Context: an optimization exercise on an open-source flow, tuned for small area and a short achievable clock period. The choices shown serve that exercise and are no tape-out recipe.
At most, simulation tests tie the RTL to the original design; equivalence was not proved.
The flow treats the clock pin as an ideal source, which a real chip does not have.
Power and IR drop assume default switching activity.

==> inputs of v11 <==
// parameterized_signed_alu
module parameterized_signed_alu #(parameter in_data_width=16,out_data_width=16,arith_out_data_width=32)(
input signed [in_data_width-1:0]A,B,
input clk,rst,
input [3:0]alu_fn,
output shift_flag,arith_flag,logic_flag,cmp_flag,carry_out,
output [out_data_width-1:0]shift_out,logic_out,cmp_out,
output signed[arith_out_data_width-1:0] arith_out
);
localparam K0 = 6;               
localparam RW = 16 - K0;         
localparam DSW = 1 + 16 + RW + RW + K0;    
localparam WW = (DSW > 32) ? DSW : 32;
wire arith_en = (alu_fn[3:2] == 2'b00);
wire logic_en = (alu_fn[3:2] == 2'b01);
wire cmp_en   = (alu_fn[3:2] == 2'b10);
wire shift_en = (alu_fn[3:2] == 2'b11);
wire [16:0] sum;
wire ge;
wire ad_sub = alu_fn[0] | alu_fn[3];
  wire [16:0] ad_c;
  wire [15:0] ad_bb = B ^ {16{ad_sub}};
  assign ad_c[0] = ad_sub;
  genvar ad_i;
  generate for (ad_i = 0; ad_i < 16; ad_i = ad_i + 1) begin : ad_bt
    alu_fa ad_u_fa (.a(A[ad_i]), .b(ad_bb[ad_i]), .c(ad_c[ad_i]), .s(sum[ad_i]), .co(ad_c[ad_i+1]));
  end endgenerate
  assign sum[16] = A[15] ^ ad_bb[15] ^ ad_c[16];
  assign ge = ad_c[16];
wire [31:0] prod;
  wire [16:0] mu_bx = {B, 1'b0};
  wire [7:0] mu_one, mu_two, mu_neg;
  wire [16:0] mu_pp0;
  wire mu_ppn0 = ~mu_pp0[16];
  wire [16:0] mu_pp1;
  wire mu_ppn1 = ~mu_pp1[16];
  wire [16:0] mu_pp2;
  wire mu_ppn2 = ~mu_pp2[16];
  wire [16:0] mu_pp3;
  wire mu_ppn3 = ~mu_pp3[16];
  wire [16:0] mu_pp4;
  wire mu_ppn4 = ~mu_pp4[16];
  wire [16:0] mu_pp5;
  wire mu_ppn5 = ~mu_pp5[16];
  wire [16:0] mu_pp6;
  wire mu_ppn6 = ~mu_pp6[16];
  wire [16:0] mu_pp7;
  wire mu_ppn7 = ~mu_pp7[16];
  wire [16:0] mu_ax = {A[15], A};
  ...
clock: 85.0 ns
lec_check: 0
abc_area: 1
cap_margin: 20
core_margin: 2
core_utilization: 70
slew_margin: 20
synth_hierarchical: 1
synth_minimum_keep_size: 0
standard.sh (not shown) runs the stock make flow with config.mk's settings and CLKGATE_MAP_FILE= SYNTH_SCRIPT=/design/flow/synth_recipe.tcl, a recipe that flattens the netlist after the stock synthesis.
==> flow/flow/run.sh <==
#!/bin/bash
# The standard layout (standard.sh), with two changes:
#  - the port buffers are sky130_fd_sc_hd__buf_2 instead of the buffer the
#    port-buffering step picks by default (every port still gets one);
#  - before clock-tree synthesis, flip-flops with 8 or more loads get drive
#    strength 4 (flow/upsize_ff.tcl); their cell type is unchanged.
# Each tool's output goes to the ORFS logs under orfs/logs; make's output to standard.log.
export BUFFER_PORTS_ARGS="-buffer_cell sky130_fd_sc_hd__buf_2"
export PRE_CTS_TCL="$PWD/flow/upsize_ff.tcl"
bash standard.sh > standard.log 2>&1
==> flow/flow/upsize_ff.tcl <==
# Upsize flip-flops that drive many loads (drive strength only; the cell type stays the same).
proc upsize_ff { min_fo size } {
  set n 0
  set block [[[ord::get_db] getChip] getBlock]
  foreach inst [$block getInsts] {
    set m [[$inst getMaster] getName]
    if { ![regexp {^(sky130_fd_sc_hd__(dfxtp|dfrtp))_1$} $m -> base] } { continue }
    set fo 0
    foreach it [$inst getITerms] {
      if { [$it isOutputSignal] } {
        set net [$it getNet]
        if { $net == "NULL" } { continue }
        foreach lt [$net getITerms] { if { [$lt isInputSignal] } { incr fo } }
      }
    }
    if { $fo < $min_fo } { continue }
    set lc [get_lib_cells -quiet ${base}_$size]
    if { $lc != "" } { replace_cell [get_cells [$inst getName]] $lc; incr n }
  }
  puts "upsize_ff: resized $n flip-flops (fanout >= $min_fo) to size $size"
}

# Runs at the start of the CTS step (PRE_CTS_TCL): stronger drive for the result
# register's high-fanout bits, which start the paths after the register.
upsize_ff 8 4
detailed_placement
==> v21 (differences from v11) <==
--- a/flow/design.v
+++ b/flow/design.v
@@ -385,50 +385,32 @@
   wire mu_s277, mu_c278;
   alu_fa mu_u_s277 (.a(mu_s215), .b(mu_c214), .c(mu_c276), .s(mu_s277), .co(mu_c278));
   wire mu_s279, mu_c280;
   alu_fa mu_u_s279 (.a(mu_s217), .b(mu_c216), .c(mu_c278), .s(mu_s279), .co(mu_c280));
   wire mu_s281, mu_c282;
   alu_fa mu_u_s281 (.a(mu_s219), .b(mu_c218), .c(mu_c280), .s(mu_s281), .co(mu_c282));
   wire mu_s283, mu_c284;
-  alu_ha mu_u_s283 (.a(mu_s221), .b(mu_c220), .s(mu_s283), .co(mu_c284));
-  wire mu_s285 = ~(mu_s221 ^ mu_c220);
-  wire mu_c286 = mu_s221 | mu_c220;
+  alu_fa mu_u_s283 (.a(mu_s221), .b(mu_c220), .c(mu_c282), .s(mu_s283), .co(mu_c284));
+  wire mu_s285, mu_c286;
+  alu_fa mu_u_s285 (.a(mu_s223), .b(mu_c222), .c(mu_c284), .s(mu_s285), .co(mu_c286));
   wire mu_s287, mu_c288;
-  alu_fa mu_u_s287 (.a(mu_s223), .b(mu_c222), .c(mu_c284), .s(mu_s287), .co(mu_c288));
+  alu_fa mu_u_s287 (.a(mu_s225), .b(mu_c224), .c(mu_c286), .s(mu_s287), .co(mu_c288));
   wire mu_s289, mu_c290;
-  alu_fa mu_u_s289 (.a(mu_s223), .b(mu_c222), .c(mu_c286), .s(mu_s289), .co(mu_c290));
+  alu_fa mu_u_s289 (.a(mu_s227), .b(mu_c226), .c(mu_c288), .s(mu_s289), .co(mu_c290));
   wire mu_s291, mu_c292;
-  alu_fa mu_u_s291 (.a(mu_s225), .b(mu_c224), .c(mu_c288), .s(mu_s291), .co(mu_c292));
+  alu_fa mu_u_s291 (.a(mu_s229), .b(mu_c228), .c(mu_c290), .s(mu_s291), .co(mu_c292));
   wire mu_s293, mu_c294;
-  alu_fa mu_u_s293 (.a(mu_s225), .b(mu_c224), .c(mu_c290), .s(mu_s293), .co(mu_c294));
+  alu_fa mu_u_s293 (.a(mu_s231), .b(mu_c230), .c(mu_c292), .s(mu_s293), .co(mu_c294));
   wire mu_s295, mu_c296;
-  alu_fa mu_u_s295 (.a(mu_s227), .b(mu_c226), .c(mu_c292), .s(mu_s295), .co(mu_c296));
+  alu_fa mu_u_s295 (.a(mu_s233), .b(mu_c232), .c(mu_c294), .s(mu_s295), .co(mu_c296));
   wire mu_s297, mu_c298;
-  alu_fa mu_u_s297 (.a(mu_s227), .b(mu_c226), .c(mu_c294), .s(mu_s297), .co(mu_c298));
+  alu_fa mu_u_s297 (.a(mu_s235), .b(mu_c234), .c(mu_c296), .s(mu_s297), .co(mu_c298));
   wire mu_s299, mu_c300;
-  alu_fa mu_u_s299 (.a(mu_s229), .b(mu_c228), .c(mu_c296), .s(mu_s299), .co(mu_c300));
-  wire mu_s301, mu_c302;
-  alu_fa mu_u_s301 (.a(mu_s229), .b(mu_c228), .c(mu_c298), .s(mu_s301), .co(mu_c302));
-  wire mu_s303, mu_c304;
-  alu_fa mu_u_s303 (.a(mu_s231), .b(mu_c230), .c(mu_c300), .s(mu_s303), .co(mu_c304));
-  wire mu_s305, mu_c306;
-  alu_fa mu_u_s305 (.a(mu_s231), .b(mu_c230), .c(mu_c302), .s(mu_s305), .co(mu_c306));
-  wire mu_s307, mu_c308;
-  alu_fa mu_u_s307 (.a(mu_s233), .b(mu_c232), .c(mu_c304), .s(mu_s307), .co(mu_c308));
-  wire mu_s309, mu_c310;
-  alu_fa mu_u_s309 (.a(mu_s233), .b(mu_c232), .c(mu_c306), .s(mu_s309), .co(mu_c310));
-  wire mu_s311, mu_c312;
-  alu_fa mu_u_s311 (.a(mu_s235), .b(mu_c234), .c(mu_c308), .s(mu_s311), .co(mu_c312));
-  wire mu_s313, mu_c314;
-  alu_fa mu_u_s313 (.a(mu_s235), .b(mu_c234), .c(mu_c310), .s(mu_s313), .co(mu_c314));
-  wire mu_s315, mu_c316;
-  alu_fa mu_u_s315 (.a(mu_s237), .b(mu_c236), .c(mu_c312), .s(mu_s315), .co(mu_c316));
-  wire mu_s317, mu_c318;
-  alu_fa mu_u_s317 (.a(mu_s237), .b(mu_c236), .c(mu_c314), .s(mu_s317), .co(mu_c318));
-  assign prod = {(mu_c282 ? (1'b1 ^ mu_c238 ^ mu_c318) : (1'b1 ^ mu_c238 ^ mu_c316)), (mu_c282 ? mu_s317 : mu_s315), (mu_c282 ? mu_s313 : mu_s311), (mu_c282 ? mu_s309 : mu_s307), (mu_c282 ? mu_s305 : mu_s303), (mu_c282 ? mu_s301 : mu_s299), (mu_c282 ? mu_s297 : mu_s295), (mu_c282 ? mu_s293 : mu_s291), (mu_c282 ? mu_s289 : mu_s287), (mu_c282 ? mu_s285 : mu_s283), mu_s281, mu_s279, mu_s277, mu_s275, mu_s273, mu_s271, mu_s269, mu_s267, mu_s265, mu_s263, mu_s261, mu_s259, mu_s257, mu_s255, mu_s253, mu_s251, mu_s249, mu_s247, mu_s245, mu_s243, mu_s241, mu_s239};
+  alu_fa mu_u_s299 (.a(mu_s237), .b(mu_c236), .c(mu_c298), .s(mu_s299), .co(mu_c300));
+  assign prod = {(1'b1 ^ mu_c238 ^ mu_c300), mu_s299, mu_s297, mu_s295, mu_s293, mu_s291, mu_s289, mu_s287, mu_s285, mu_s283, mu_s281, mu_s279, mu_s277, mu_s275, mu_s273, mu_s271, mu_s269, mu_s267, mu_s265, mu_s263, mu_s261, mu_s259, mu_s257, mu_s255, mu_s253, mu_s251, mu_s249, mu_s247, mu_s245, mu_s243, mu_s241, mu_s239};
 wire [15:0] alo, blo;
 assign alo[0] = 1'b0;
 assign blo[0] = 1'b0;
 genvar gi;
 generate for (gi = 1; gi < 16; gi = gi + 1) begin : absg
     assign alo[gi] = alo[gi-1] | A[gi-1];
     assign blo[gi] = blo[gi-1] | B[gi-1];
==> flow/flow/run.sh (replaced) <==
#!/bin/bash
cp standard.sh standard.sh.txt
export BUFFER_PORTS_ARGS="-buffer_cell sky130_fd_sc_hd__buf_2"
bash standard.sh > standard.log 2>&1
removed: flow/flow/upsize_ff.tcl
==> results.txt <==
In v11 the sequential power is larger than in v21, by about 7%. Against v11, the setup slack of v21 is worse by 1.4 ns. Of v11 and v21, v11 has the higher synthesized cell count (gap about 0.3%, measured against v21). Non-clock buffer count: v11 is lower than v21 (1).
Function not checked in v11: the RTL went through the layout flow alone.

[static timing again, ports no longer ideal]
In the flow no input, the clock included, has a driving cell. The finished layouts below were timed again as built, in two steps. Step 1 (the two cells are an assumption about what drives the block):
set clk [get_ports {clk}]
set_driving_cell -lib_cell sky130_fd_sc_hd__clkbuf_16 $clk
set_driving_cell -lib_cell sky130_fd_sc_hd__buf_2 [delete_from_list [all_inputs] $clk]
Step 2 moves the port delays by t, midway between the first and last clock arrival at a register: inputs arrive t later, outputs are due t later. That takes back most of the time a late clock gives input paths. Slacks: ideal ports / drivers / drivers and shift; pairs: ideal ports / drivers.
run | shift t [ns] | setup WS [ns] | hold slack, ns | latest minus earliest clock arrival (ns) | slew at the worst register clock pin (ns)
v11 | 0.334 | 55.685 / 55.647 / 55.981 | 16.526 / 16.513 / 16.846 | 0.014 / 0.013 | 0.08 / 0.08
v21 | 0.328 | 54.298 / 54.301 / 53.987 | 16.509 / 16.502 / 16.829 | 0.009 / 0.009 | 0.07 / 0.07
After both steps every run listed still meets setup and hold. For v21, which loses most, drivers alone change the setup slack by +0.003 ns; drivers and shift together by -0.311 ns.
